Context: an optimization exercise on an open-source flow, tuned for small area and a short achievable clock period. The choices shown serve that exercise and are no tape-out recipe.
In this exercise RTL edits were held to simulation tests only and were not proved equivalent to the original.

Setup of job 4025:
## mips_cpu
module mips_cpu (
    input  wire        clk,
    input  wire        rst,
    output wire [31:0] imem_addr,    
    input  wire [31:0] imem_rdata,   
    output wire [31:0] dmem_addr,    
    output wire [31:0] dmem_wdata,   
    output wire        dmem_we,      
    output wire        dmem_re,      
    input  wire [31:0] dmem_rdata    
);
    wire [31:0] instr = imem_rdata;
    wire [31:0] pc, pc_plus4;
    wire [31:0] rs_n, rt_n;          
    wire [31:0] rs_an;               
    wire [31:0] addr;
    wire [31:0] alu_y;
    wire [31:0] wd;
    wire d_neg, eq;
    wire reg_write, mem_read, mem_write, jr, jump;
    wire br_eq, br_ne, br_neg, br_nneg, br_le, br_gt;
    wire [4:0] wa;
    wire sel_add, sel_addr, sel_slt, sel_sltu, sel_srl;
    wire [3:0] lut;
    wire sel_lui, sel_load, sel_link, use_imm, sub;
    control_unit ctrl_inst (
        .instr(instr), .reg_write(reg_write), .wa(wa), .mem_read(mem_read),
        .mem_write(mem_write), .jr(jr), .jump(jump), .br_eq(br_eq), .br_ne(br_ne),
        .br_neg(br_neg), .br_nneg(br_nneg), .br_le(br_le), .br_gt(br_gt)
    );
    alu_control alu_ctrl_inst (
        .instr(instr), .sel_add(sel_add), .sel_addr(sel_addr), .lut(lut), .sel_slt(sel_slt),
        .sel_sltu(sel_sltu), .sel_srl(sel_srl), .sel_lui(sel_lui), .sel_load(sel_load),
        .sel_link(sel_link), .use_imm(use_imm), .sub(sub)
    );
    reg_file rf_inst (
        .clk(clk), .rst(rst), .we(reg_write),
        .ra1(instr[25:21]), .ra2(instr[20:16]), .wa(wa), .wd(wd),
        .rd1n(rs_n), .rd1an(rs_an), .rd2n(rt_n)
    );
    add32 addr_adder (.an(rs_an), .imm(instr[15:0]), .y(addr));
    alu alu_inst (
        .an(rs_n), .bn(rt_n), .imm(instr[15:0]), .addr(addr), .shamt(instr[10:6]),
        .sel_add(sel_add), .sel_addr(sel_addr), .lut(lut), .sel_slt(sel_slt), .sel_sltu(sel_sltu),
        .sel_srl(sel_srl), .use_imm(use_imm), .sub(sub), .y(alu_y), .d_neg(d_neg), .eq(eq)
    );
  ...
For scale: roughly 1100 flip-flops, ~160 I/O pins, ~52000 sq um of cells after synthesis.
==> flow/config.mk <==
export PLATFORM = sky130hd
export DESIGN_NAME = mips_cpu
export DESIGN_NICKNAME = mips_cpu
export VERILOG_FILES = /design/flow/design.v
export SDC_FILE = /design/flow/constraint.sdc
export NUM_CORES = 4
export LEC_CHECK = 0
export CAP_MARGIN = 20
export CORE_MARGIN = 2
export CORE_UTILIZATION = 58
export PLACE_DENSITY = 0.75
export SETUP_SLACK_MARGIN = 5
export SLEW_MARGIN = 20
export SYNTH_HIERARCHICAL = 1
==> flow/constraint.sdc <==
create_clock -name core_clock -period 15.0 [get_ports {clk}]
set_input_delay 3.0000 -clock core_clock [delete_from_list [all_inputs] [get_ports {clk}]]
set_output_delay 3.0000 -clock core_clock [all_outputs]
set_load 0.01 [all_outputs]
standard.sh (not shown) runs the stock make flow with config.mk's settings and CLKGATE_MAP_FILE= SYNTH_SCRIPT=/design/flow/synth_recipe.tcl, a recipe that flattens the netlist after the stock synthesis.
==> flow/flow/run.sh <==
#!/bin/bash
# Own layout flow: the standard flow (standard.sh, standard synthesis
# unchanged) with changes only to how the layout is made:
#  - the port buffers are sky130_fd_sc_hd__buf_2 instead of the delay cell
#    that buffer_ports picks by default;
#  - clock tree synthesis without dummy loads, with larger sink clusters.
# The clock period, constraints, tap cells and power grid are the standard ones.
# make's full output goes to make_finish.log; ORFS keeps each step's log in orfs/logs.
set -euo pipefail
export BUFFER_PORTS_ARGS="-buffer_cell sky130_fd_sc_hd__buf_2"
export CTS_ARGS="-sink_clustering_enable -repair_clock_nets -dont_use_dummy_load -sink_clustering_size 25 -sink_clustering_max_diameter 90"
bash standard.sh finish > make_finish.log 2>&1
Job 4025: all stages complete, timing, DRC and antenna checks passed
The inputs of job 256 differ from those of job 4025 as listed below.
-- flow/config.mk --
<<< job 4025, line 9
export CORE_MARGIN = 2
export CORE_UTILIZATION = 58
export PLACE_DENSITY = 0.75
export SETUP_SLACK_MARGIN = 5
>>> job 256, line 9
export CORE_MARGIN = 2
export CORE_UTILIZATION = 55
export SETUP_SLACK_MARGIN = 5
### Flow results
| wire length on met3 | lower: job 4025 |. Minimum period implied by the final worst setup slack deteriorates in job 256 relative to job 4025. Looking only at detailed router's first-iteration violation count, and setting everything else aside, the lower value of job 256 and job 4025 goes to job 4025. The multi-input gate area in the final layout was comparable across job 256 and job 4025. Cmp job 256 vs job 4025: all-layer global routing usage higher in job 256. Measured against each other, job 256 and job 4025 differ in number of global-route vias before repair, the higher figure coming from job 256.

==> static timing again, ports no longer ideal <==
Ports are ideal in the flow. The routed layouts listed here were re-timed in OpenROAD.
Step 1: set_driving_cell puts a clkbuf_16 on clk and a buf_2 on each other input, an assumption about the parent block.
Step 2 also shifts input and output timing later by t, the mid clock arrival at the registers, as if the neighbouring blocks saw the same clock.
a / b / c = ideal / step 1 / step 2; a / b = the first two.
| run | t (ns) | slack for setup (ns) | worst hold slack (ns) |
|---|---|---|---|
| job 4025 | 0.699 | 4.913 / 4.883 / 4.490 | 0.509 / 0.509 / 0.509 |
| job 256 | 0.746 | 4.735 / 4.684 / 4.256 | 0.508 / 0.508 / 0.508 |
After both steps every run listed still meets setup and hold. The setup slack of job 256, which loses most, moves by -0.051 ns with the drivers and by -0.479 ns with both steps.
